Background: an optimization exercise with open tools, aiming at small area, a short achievable clock period and few clock cycles per item. Do not read the settings as production practice. In this exercise RTL edits were held to simulation tests only and were not proved equivalent to the original. Power figures rest on the tool's default switching activity, not on a simulated workload.

// pow_5_seq
module pow_5_seq
(
    input         clock,
    input         reset_n,
    input         run,
    input  [17:0] n,
    output        ready,
    output [17:0] n_pow_5
);
clock: 5.8 ns
lec_check: 0
cap_margin: 20
core_margin: 2
core_utilization: 50
setup_slack_margin: 1.7
slew_margin: 20
standard.sh (not shown) runs the stock make flow with config.mk's settings and CLKGATE_MAP_FILE= SYNTH_SCRIPT=/design/flow/synth_recipe.tcl, a recipe that flattens the netlist after the stock synthesis.
==> flow/flow/run.sh <==
#!/bin/bash
set -euo pipefail
W=$PWD
PLAT=${FLOW_PLATFORM:-sky130hd}
RES=$W/orfs/results/$PLAT/pow_5_seq/base
REF=$W/ref/results/$PLAT/pow_5_seq/base

# reference: the unchanged standard synthesis, in its own work folder
sed 's#WORK_HOME=\([^ ]*\)/orfs #WORK_HOME=\1/ref #' standard.sh > ref_standard.sh
bash ref_standard.sh "$REF/1_2_yosys.v" > ref_synth.log 2>&1

# our synthesis
bash standard.sh "SYNTH_ARGS=-noabc" "$RES/1_2_yosys.v" > synth_noabc.log 2>&1
if ! python3 flow/match_regs.py "$REF/1_2_yosys.v" "$RES/1_2_yosys.v" > match_regs.log 2>&1; then
  echo "flip-flops do not pair; using the standard synthesis netlist" >> match_regs.log
  cp "$REF/1_2_yosys.v" "$RES/1_2_yosys.v"
  cp "$REF/1_2_yosys.sdc" "$RES/1_2_yosys.sdc"
fi

bash standard.sh "SYNTH_ARGS=-noabc" "BUFFER_PORTS_ARGS=-buffer_cell sky130_fd_sc_hd__buf_1" \
  "CTS_ARGS=-sink_clustering_enable -repair_clock_nets -dont_use_dummy_load -root_buf sky130_fd_sc_hd__clkbuf_8 -buf_list sky130_fd_sc_hd__clkbuf_8" \
  finish > standard_flow.log 2>&1
Other scripts of this flow, unchanged in this note and not shown: flow/flow/match_regs.py
Testbench counts at the start, summed over its fixed seeds: cycles 24,000, items 24,000.
Edit:
ABC_AREA = 1   (was unset)
CORE_UTILIZATION = 40   (was 50)
The new run finished clean.
Non-clock buffer count stays the same.
Worst setup slack improves by 0.051 ns.
Total power falls by about 0.34%.
Routed wire length rises by 32%.
Design area rises by about 2.2%.
Sequential power stays flat.
Edit:
ABC_AREA = unset   (was 1)
SETUP_SLACK_MARGIN = 1.9   (was 1.7)
Effect: The changed run finished clean. First-iteration DRC count came out higher by about 4%. Global-route usage is lower by 5.9 points. Final area came out higher by about 0.9%. Die area barely changes. Utilization falls by 0.79 points. Wire length is lower by 23%. Via count goes down by 13%. Worst hold slack gains 0.021 ns. Power went up by 3.9%.
Edit:
SETUP_SLACK_MARGIN = 1.5   (was 1.9)
What happened:
- final area shrinks by about 3%
- sequential share of layout area went up by 0.55 points
- utilization falls by 1.3 points
- critical path depth came out lower by 1
- hold slack gets worse by 0.022 ns
- setup slack gains 0.020 ns
- synthesized area does not change
- maximum frequency increases by about 0.5%
- combinational power fell by about 11%
- sequential power stays flat
- final cell count falls by 0.97%
Edit:
SETUP_SLACK_MARGIN = 1.7   (was 1.5)
=> The new run finished clean; die area stays the same; synthesized cell count does not change; cell count is about the same; wire length falls by about 2%; first-iteration DRC count went up by 10%; worst hold slack gets better by 0.0097 ns.
Edit:
SETUP_SLACK_MARGIN = 1.8   (was 1.7)
=> Setup slack gets better by 0.033 ns; routed wire length increases by a few percent; area after synthesis is unchanged; flip-flop and latch count stays the same; global-route usage increases by 0.59 points; design area increases slightly; hold slack barely changes; non-clock buffer count increases by 2.

## run 1
Starting RTL as in the previous note.
export LEC_CHECK = 0
export CAP_MARGIN = 20
export CORE_MARGIN = 2
export CORE_UTILIZATION = 40
export SETUP_SLACK_MARGIN = 1.6
export SLEW_MARGIN = 20
create_clock -name core_clock -period 5.8 [get_ports {clock}]
run.sh (not shown) runs the stock make flow with config.mk's settings and CLKGATE_MAP_FILE= SYNTH_SCRIPT=/design/flow/synth_recipe.tcl, a recipe that flattens the netlist after the stock synthesis.
Stock flow here: none of the scripts above is used.
Testbench counts of run 1, summed over its fixed seeds: cycles 24,000, items 24,000.
Changes in run 2 relative to run 1:
- a change of SETUP_SLACK_MARGIN from 1.6 to 2.0
[summary]
- Run 2 vs run 1 on number of violations reported at the end of detailed-routing iteration 0: run 2 is the lower one.
- Of run 2 and run 1, it is run 2 that has the higher overall fraction of global-route tracks in use.
- Number of endpoints with negative hold slack in the final report: run 2 vs run 1 identical
- Summary of the comparison: share of power burned in the clock network is higher in run 2, relative to run 1.
- Looking at worst setup slack across run 2 and run 1, the one that comes out higher is run 2.
- Top fanout value on the critical path: run 2 lower than run 1
- Relative to run 1, the power per unit of standard cell area of run 2 is higher by 1.6%.
- The part of the total power dissipated in sequential elements of run 2 falls short of that of run 1 by 1.5 points.
Setup changes, run 2 to run 3
- SETUP_SLACK_MARGIN now 1.7, was 2.0
[summary]
Run 3 vs. run 2: cell area power density went down by about 1.6%.
Buffer count excluding the clock tree in the final layout delta for run 3 relative to run 2: about 10% lower
Compared with run 2, wire length of the first global-routing pass in run 3 decreased by a few percent.
The number of inverters outside the clock class in the layout on run 2 is in line with that on run 3.
Run 3 vs. run 2: final area fell by about 4%, number of clock-tree buffers in the layout fell by 1.

pow_5_seq, a different RTL version from the one above (not shown whole).
For scale: about 540 cells after synthesis, roughly 39 flip-flops, ~40 I/O pins, about 4500 sq um of cells after synthesis.
Settings: LEC_CHECK=0, ABC_CLOCK_PERIOD_IN_PS=2000, CAP_MARGIN=20, CORE_MARGIN=2, CORE_UTILIZATION=40, SETUP_SLACK_MARGIN=1.7, SLEW_MARGIN=20; clock period 5.8 ns.
Testbench counts at the start, summed over its fixed seeds: cycles 24,000, items 24,000.
Change:
==> flow/flow/run.sh (new file) <==
#!/bin/bash
# Own layout flow: the standard layout (standard.sh, unchanged synthesis and steps),
# except that the port buffers are inserted as buf_1 cells instead of the default choice,
# and clock tree synthesis uses clkbuf_8 buffers without dummy loads.
# make's full output goes to standard_flow.log in this folder; ORFS's per-step logs stay
# under orfs/logs.
set -euo pipefail
bash standard.sh "SYNTH_ARGS=-noabc" "BUFFER_PORTS_ARGS=-buffer_cell sky130_fd_sc_hd__buf_1" \
  "CTS_ARGS=-sink_clustering_enable -repair_clock_nets -dont_use_dummy_load -root_buf sky130_fd_sc_hd__clkbuf_8 -buf_list sky130_fd_sc_hd__clkbuf_8" \
  finish > standard_flow.log 2>&1
==> flow/standard.sh (new file) <==
#!/bin/bash
# synth_recipe.tcl (not shown) runs the flow's synth.tcl, then flattens the netlist and writes it again
# the make line also repeats each setting of config.mk as NAME=value (left out here)
make -C /OpenROAD-flow-scripts/flow DESIGN_CONFIG=/design/flow/config.mk WORK_HOME=/design/flow/orfs CLKGATE_MAP_FILE= SYNTH_SCRIPT=/design/flow/synth_recipe.tcl "${@:-finish}"
--- a/flow/config.mk
+++ b/flow/config.mk
@@ -7,3 +7,2 @@
 export LEC_CHECK = 0
-export ABC_CLOCK_PERIOD_IN_PS = 2000
 export CAP_MARGIN = 20
removed: flow/run.sh
Result: Setup slack degrades by 67 ps. Wire length fell by roughly a tenth. Power fell by roughly a tenth. First-iteration DRC count fell slightly. Hold slack degrades by 370 ps. Maximum frequency fell slightly. Non-clock buffer count rose by 2. Sequential cell count does not change.
Change:
==> flow/flow/run.sh (replaced) <==
#!/bin/bash
# Own layout flow: the standard layout (standard.sh, unchanged synthesis and steps),
# except that the port buffers are inserted as buf_2 cells instead of the default choice,
# and clock tree synthesis uses clkbuf_8 buffers without dummy loads.
# make's full output goes to standard_flow.log in this folder; ORFS's per-step logs stay
# under orfs/logs.
set -euo pipefail
bash standard.sh "BUFFER_PORTS_ARGS=-buffer_cell sky130_fd_sc_hd__buf_2" \
  "CTS_ARGS=-sink_clustering_enable -repair_clock_nets -dont_use_dummy_load -root_buf sky130_fd_sc_hd__clkbuf_8 -buf_list sky130_fd_sc_hd__clkbuf_8" \
  finish > standard_flow.log 2>&1
Via count came out higher by a few percent.
Non-clock buffer count came out lower by 8.
Worst setup slack is better by 9.5 ps.
Cell count came out higher by a few percent.
First-iteration DRC count came out higher slightly.
Sequential cell count does not change.
Routed wire length came out higher by a little under a tenth.
Clock-buffer cell count does not change.
Global-route usage came out higher by 0.89 points.
Combinational power came out higher by a little under a tenth.
Area after synthesis came out higher by a few percent.
Change:
==> flow/run.sh (new file) <==
#!/bin/bash
# synth_recipe.tcl (not shown) runs the flow's synth.tcl, then flattens the netlist and writes it again
# the make line also repeats each setting of config.mk as NAME=value (left out here)
make -C /OpenROAD-flow-scripts/flow DESIGN_CONFIG=/design/flow/config.mk WORK_HOME=/design/flow/orfs CLKGATE_MAP_FILE= SYNTH_SCRIPT=/design/flow/synth_recipe.tcl finish
--- a/flow/config.mk
+++ b/flow/config.mk
@@ -10,3 +10,3 @@
 export CORE_UTILIZATION = 40
-export SETUP_SLACK_MARGIN = 1.7
+export SETUP_SLACK_MARGIN = 1.9
 export SLEW_MARGIN = 20
removed: flow/flow/run.sh
removed: flow/standard.sh
Hold slack gets better by 380 ps.
Non-clock buffer count rises by 17.
Design area rises by about 10%.
Cell count rises by 3.0%.
Global-route usage rises by 0.90 points.
Die area stays the same.
Sequential share of layout area falls by 1.5 points.
Worst setup slack gets better by 190 ps.

Starting RTL as in the previous note.
clock: 5.8 ns
lec_check: 0
cap_margin: 20
core_margin: 2
core_utilization: 40
cts_cluster_diameter: 200
cts_cluster_size: 50
setup_slack_margin: 1.7
slew_margin: 20
Stock flow here: none of the scripts above is used.
Testbench counts at the start, summed over its fixed seeds: cycles 24,000, items 24,000.
Next try:
==> flow/flow/run.sh (new file) <==
#!/bin/bash
# Own layout flow: the standard layout (standard.sh, unchanged synthesis and steps),
# except that the port buffers are inserted as buf_1 cells instead of the default choice.
# make's full output goes to standard_flow.log in this folder; ORFS's per-step logs stay
# under orfs/logs.
set -euo pipefail
bash standard.sh "BUFFER_PORTS_ARGS=-buffer_cell sky130_fd_sc_hd__buf_1" finish > standard_flow.log 2>&1
==> flow/standard.sh (new file) <==
#!/bin/bash
# synth_recipe.tcl (not shown) runs the flow's synth.tcl, then flattens the netlist and writes it again
# the make line also repeats each setting of config.mk as NAME=value (left out here)
make -C /OpenROAD-flow-scripts/flow DESIGN_CONFIG=/design/flow/config.mk WORK_HOME=/design/flow/orfs CLKGATE_MAP_FILE= SYNTH_SCRIPT=/design/flow/synth_recipe.tcl "${@:-finish}"
CTS_CLUSTER_DIAMETER = not set   (was 200)
CTS_CLUSTER_SIZE = not set   (was 50)
removed: flow/run.sh
Worst hold slack loses 0.40 ns.
Non-clock buffer count falls by 6.
Routed wire length went down by 0.52%.
Next try:
==> flow/flow/run.sh (replaced) <==
#!/bin/bash
# Own layout flow: the standard layout (standard.sh, unchanged synthesis and steps),
# except that the port buffers are inserted as buf_1 cells instead of the default choice,
# and clock tree synthesis uses clkbuf_8 buffers without dummy loads.
# make's full output goes to standard_flow.log in this folder; ORFS's per-step logs stay
# under orfs/logs.
set -euo pipefail
bash standard.sh "BUFFER_PORTS_ARGS=-buffer_cell sky130_fd_sc_hd__buf_1" \
  "CTS_ARGS=-sink_clustering_enable -repair_clock_nets -dont_use_dummy_load -root_buf sky130_fd_sc_hd__clkbuf_8 -buf_list sky130_fd_sc_hd__clkbuf_8" \
  finish > standard_flow.log 2>&1
Effect: Hold slack is better by 0.011 ns. Final area went down slightly. Utilization goes down by 0.32 points. Cell count shrinks slightly. Power drops by a few percent. Via count falls slightly. Worst setup slack is better by 0.033 ns.

job 101:
pow_5_seq again, from the RTL that the note above started with.
==> flow/config.mk <==
export PLATFORM = sky130hd
export DESIGN_NAME = pow_5_seq
export DESIGN_NICKNAME = pow_5_seq
export VERILOG_FILES = /design/flow/design.v
export SDC_FILE = /design/flow/constraint.sdc
export NUM_CORES = 4
export LEC_CHECK = 0
export CAP_MARGIN = 20
export CORE_MARGIN = 2
export CORE_UTILIZATION = 40
export SETUP_SLACK_MARGIN = 1.7
export SLEW_MARGIN = 20
==> flow/constraint.sdc <==
create_clock -name core_clock -period 5.8 [get_ports {clock}]
set_input_delay 1.1600 -clock core_clock [delete_from_list [all_inputs] [get_ports {clock}]]
set_output_delay 1.1600 -clock core_clock [all_outputs]
set_load 0.01 [all_outputs]
standard.sh (not shown) runs the stock make flow with config.mk's settings and CLKGATE_MAP_FILE= SYNTH_SCRIPT=/design/flow/synth_recipe.tcl, a recipe that flattens the netlist after the stock synthesis.
==> flow/flow/run.sh <==
#!/bin/bash
# Own layout flow: the standard layout (standard.sh, unchanged synthesis and steps),
# except that the port buffers are inserted as buf_2 cells instead of the default choice.
# make's full output goes to standard_flow.log in this folder; ORFS's per-step logs stay
# under orfs/logs.
set -euo pipefail
bash standard.sh "BUFFER_PORTS_ARGS=-buffer_cell sky130_fd_sc_hd__buf_2" finish > standard_flow.log 2>&1
The flow did not stop early for job 101: all stages ran, and the layout cleared the timing, DRC and antenna checks.
Testbench counts of job 101, summed over its fixed seeds: cycles 24,000, items 24,000.
For job 102, these inputs were changed with respect to job 101:
Settings: a change of CORE_UTILIZATION from 40 to 60.
==> flow/run.sh (new file) <==
#!/bin/bash
# synth_recipe.tcl (not shown) runs the flow's synth.tcl, then flattens the netlist and writes it again
# the make line also repeats each setting of config.mk as NAME=value (left out here)
make -C /OpenROAD-flow-scripts/flow DESIGN_CONFIG=/design/flow/config.mk WORK_HOME=/design/flow/orfs CLKGATE_MAP_FILE= SYNTH_SCRIPT=/design/flow/synth_recipe.tcl finish
removed: flow/flow/run.sh
removed: flow/standard.sh
- Per the comparison of job 102 with job 101, fraction of area in multi-input gates saw a decrease; overall die width now smaller; routed metal-1 wire length went down; combined buffer and inverter count along the critical path fell 2; overall routed net length up about 6%.
- Setup slack after layout delta (job 102 − job 101): favourable
- On job 102: met1 track utilization from global routing is 14 points higher than what job 101 gave.
- Of job 101 and job 102, job 101 shows the lower non-clock buffer total of the final layout, with job 102 above it.
- Changes observed in job 102 relative to job 101: end-of-flow core utilization climbed 27 points, synthesis-to-finish area growth has increased.
Inputs modified between job 102 and job 103:
Settings: changing CORE_UTILIZATION from 60 to 40; setting PLACE_DENSITY to 0.8 for the first time.
Notes after the runs:
- The final layout from job 103, which completed every stage, passed the timing, DRC and antenna checks at the end of the flow.
- Final critical-path required period sits lower in job 103 than in job 102.
- Maximum vdd drop (higher): job 103
- Compared with job 102, job 103 shows combinational power lower by about 3.5%.
- Between job 103 and job 102, it is job 103 whose number of nets in the layout is lower, by 11.
The following lists how job 104 was set up differently from job 103:
Settings: setting CTS_CLUSTER_SIZE to 50 for the first time; removing PLACE_DENSITY (formerly 0.8); setting CTS_CLUSTER_DIAMETER to 200 for the first time; setting CTS_BUF_LIST to sky130_fd_sc_hd__clkbuf_4 sky130_fd_sc_hd__clkbuf_8 for the first time.
Findings:
- The clock-cell share of area on job 104 is in line with that on job 103.
- Against job 103, wire length after detailed routing in job 104 came out worse.
- | required time of the critical path | job 104 vs job 103 | ≈ equal |
- Job 104 against job 103; cell area is down slightly.
- met3 routed wirelength ended up about 33% lower on job 104 than on job 103.
- Final cell count without fillers delta (job 104 -> job 103): insignificant
- Job 104: first-iteration DRC count lower than job 103
- Status: overall power parity (job 103, job 104)
- Via density per instance down about 1.6% in job 104 wrt job 103
- Job 104 ended with more met1 capacity usage during global routing than job 103.

== before ==
RTL: one of the versions met above, not the one the previous note started from.
Size: about 480 cells after synthesis, about 42 flip-flops, about 4100 um2 of cells after synthesis.
export LEC_CHECK = 0
export CAP_MARGIN = 20
export CORE_MARGIN = 2
export CORE_UTILIZATION = 40
export SETUP_SLACK_MARGIN = 1.7
export SLEW_MARGIN = 20
create_clock -name core_clock -period 5.8 [get_ports {clock}]
==> flow/flow/run.sh <==
#!/bin/bash
set -euo pipefail
W=$PWD
PLAT=${FLOW_PLATFORM:-sky130hd}
RES=$W/orfs/results/$PLAT/pow_5_seq/base
REF=$W/ref/results/$PLAT/pow_5_seq/base

# reference: the unchanged standard synthesis, in its own work folder
sed 's#WORK_HOME=\([^ ]*\)/orfs #WORK_HOME=\1/ref #' standard.sh > ref_standard.sh
bash ref_standard.sh "$REF/1_2_yosys.v" > ref_synth.log 2>&1

# our synthesis
bash standard.sh "SYNTH_ARGS=-noabc" "$RES/1_2_yosys.v" > synth_noabc.log 2>&1
if ! python3 flow/match_regs.py "$REF/1_2_yosys.v" "$RES/1_2_yosys.v" > match_regs.log 2>&1; then
  echo "flip-flops do not pair; using the standard synthesis netlist" >> match_regs.log
  cp "$REF/1_2_yosys.v" "$RES/1_2_yosys.v"
  cp "$REF/1_2_yosys.sdc" "$RES/1_2_yosys.sdc"
fi

bash standard.sh "SYNTH_ARGS=-noabc" "BUFFER_PORTS_ARGS=-buffer_cell sky130_fd_sc_hd__buf_1" \
  "CTS_ARGS=-sink_clustering_enable -repair_clock_nets -dont_use_dummy_load -root_buf sky130_fd_sc_hd__clkbuf_4 -buf_list sky130_fd_sc_hd__clkbuf_4" \
  finish > standard_flow.log 2>&1
Other scripts of this flow, unchanged in this note and not shown: flow/flow/match_regs.py
Testbench counts of before, summed over its fixed seeds: cycles 24,000, items 24,000.
> inputs changed (before -> after)
Settings: changing CORE_UTILIZATION from 40 to 60.
diff --git a/flow/flow/run.sh b/flow/flow/run.sh
--- a/flow/flow/run.sh
+++ b/flow/flow/run.sh
@@ -19,4 +19,4 @@
 
 bash standard.sh "SYNTH_ARGS=-noabc" "BUFFER_PORTS_ARGS=-buffer_cell sky130_fd_sc_hd__buf_1" \
-  "CTS_ARGS=-sink_clustering_enable -repair_clock_nets -dont_use_dummy_load -root_buf sky130_fd_sc_hd__clkbuf_4 -buf_list sky130_fd_sc_hd__clkbuf_4" \
+  "CTS_ARGS=-sink_clustering_enable -repair_clock_nets -dont_use_dummy_load -root_buf sky130_fd_sc_hd__clkbuf_8 -buf_list sky130_fd_sc_hd__clkbuf_8" \
   finish > standard_flow.log 2>&1
==> run notes <==
- Diff before -> after: number of antenna violations at the first check in global routing -1; switching share of total power went down by 0.17 points; headroom to the max-slew limit saw an increase; number of tap cells inserted shows a reduction of about 40%.
- Compared with before, placement density in the core of after is higher.
- after | status: complete | timing, DRC, antenna: pass
- Setup slack in after is larger than in before.
- Sort after and before by portion of the clock cycle consumed by the worst path in the final layout, ascending, and after comes first.
- after against before: floorplan die height -19 um, proportion of final cell area spent on non-clock buffers essentially unchanged.

-- what the ideal ports hide --
The flow's constraints put no driver on any port. The routed layouts listed below were extracted and timed again, unchanged, in two steps. Step 1: set_driving_cell puts a clkbuf_16 on clock and a buf_2 on each other input, an assumption about the parent block. Step 2, shift: input delay + t, output delay - t, t = (earliest + latest rising clock arrival at the registers) / 2. This alone moves slack from input paths to output paths. Slacks: ideal ports / drivers / drivers and shift; pairs: ideal ports / drivers.
run | t (ns) | setup slack, ns | worst hold slack (ns) | worst register clock-pin slew, ns | worst data-port slew with drivers (ns)
the first run of note 1 | 0.316 | 1.696 / 1.663 / 1.539 | 0.619 / 0.610 / 0.925 | 0.08 / 0.08 | 0.03
the second run of note 1 | 0.329 | 1.747 / 1.717 / 1.558 | 0.615 / 0.607 / 0.935 | 0.08 / 0.08 | 0.03
the third run of note 1 | 0.311 | 1.657 / 1.626 / 1.726 | 0.636 / 0.627 / 0.938 | 0.08 / 0.08 | 0.03
the fourth run of note 1 | 0.329 | 1.678 / 1.653 / 1.359 | 0.614 / 0.605 / 0.933 | 0.08 / 0.08 | 0.04
the fifth run of note 1 | 0.328 | 1.727 / 1.692 / 1.554 | 0.623 / 0.609 / 0.937 | 0.08 / 0.08 | 0.03
the sixth run of note 1 | 0.319 | 1.760 / 1.728 / 1.599 | 0.625 / 0.613 / 0.932 | 0.08 / 0.08 | 0.03
run 1 | 0.341 | 1.661 / 1.627 / 1.437 | 0.985 / 0.973 / 1.314 | 0.10 / 0.10 | 0.04
run 2 | 0.333 | 1.739 / 1.707 / 1.790 | 0.980 / 0.970 / 1.303 | 0.10 / 0.10 | 0.04
run 3 | 0.343 | 1.660 / 1.626 / 1.544 | 0.984 / 0.972 / 1.315 | 0.10 / 0.10 | 0.04
the first run of note 3 | 0.316 | 1.798 / 1.809 / 1.494 | 1.003 / 0.992 / 1.308 | 0.09 / 0.09 | 0.04
the second run of note 3 | 0.309 | 1.732 / 1.700 / 1.470 | 0.631 / 0.627 / 0.936 | 0.08 / 0.08 | 0.03
the third run of note 3 | 0.311 | 1.741 / 1.735 / 1.424 | 0.623 / 0.613 / 0.924 | 0.09 / 0.09 | 0.06
the fourth run of note 3 | 0.322 | 1.932 / 1.900 / 1.643 | 1.005 / 1.007 / 1.329 | 0.09 / 0.09 | 0.04
the first run of note 4 | 0.316 | 1.798 / 1.809 / 1.494 | 1.003 / 0.992 / 1.308 | 0.09 / 0.09 | 0.04
the second run of note 4 | 0.338 | 1.761 / 1.773 / 1.435 | 0.602 / 0.590 / 0.928 | 0.09 / 0.09 | 0.03
the third run of note 4 | 0.329 | 1.794 / 1.804 / 1.475 | 0.613 / 0.603 / 0.932 | 0.08 / 0.08 | 0.03
job 101 | 0.325 | 1.755 / 1.749 / 1.424 | 0.611 / 0.601 / 0.925 | 0.10 / 0.10 | 0.06
job 102 | 0.326 | 1.768 / 1.778 / 1.452 | 0.987 / 0.981 / 1.307 | 0.09 / 0.09 | 0.04
job 103 | 0.331 | 1.785 / 1.787 / 1.457 | 0.984 / 0.977 / 1.307 | 0.08 / 0.08 | 0.04
job 104 | 0.316 | 1.798 / 1.809 / 1.494 | 1.003 / 0.992 / 1.308 | 0.09 / 0.09 | 0.04
before | 0.388 | 1.640 / 1.608 / 1.545 | 0.555 / 0.544 / 0.931 | 0.12 / 0.12 | 0.03
after | 0.316 | 1.692 / 1.664 / 1.590 | 0.624 / 0.621 / 0.937 | 0.08 / 0.08 | 0.03
After both steps every run listed still meets setup and hold. For job 101, which loses most, drivers alone change the setup slack by -0.006 ns; drivers and shift together by -0.331 ns.
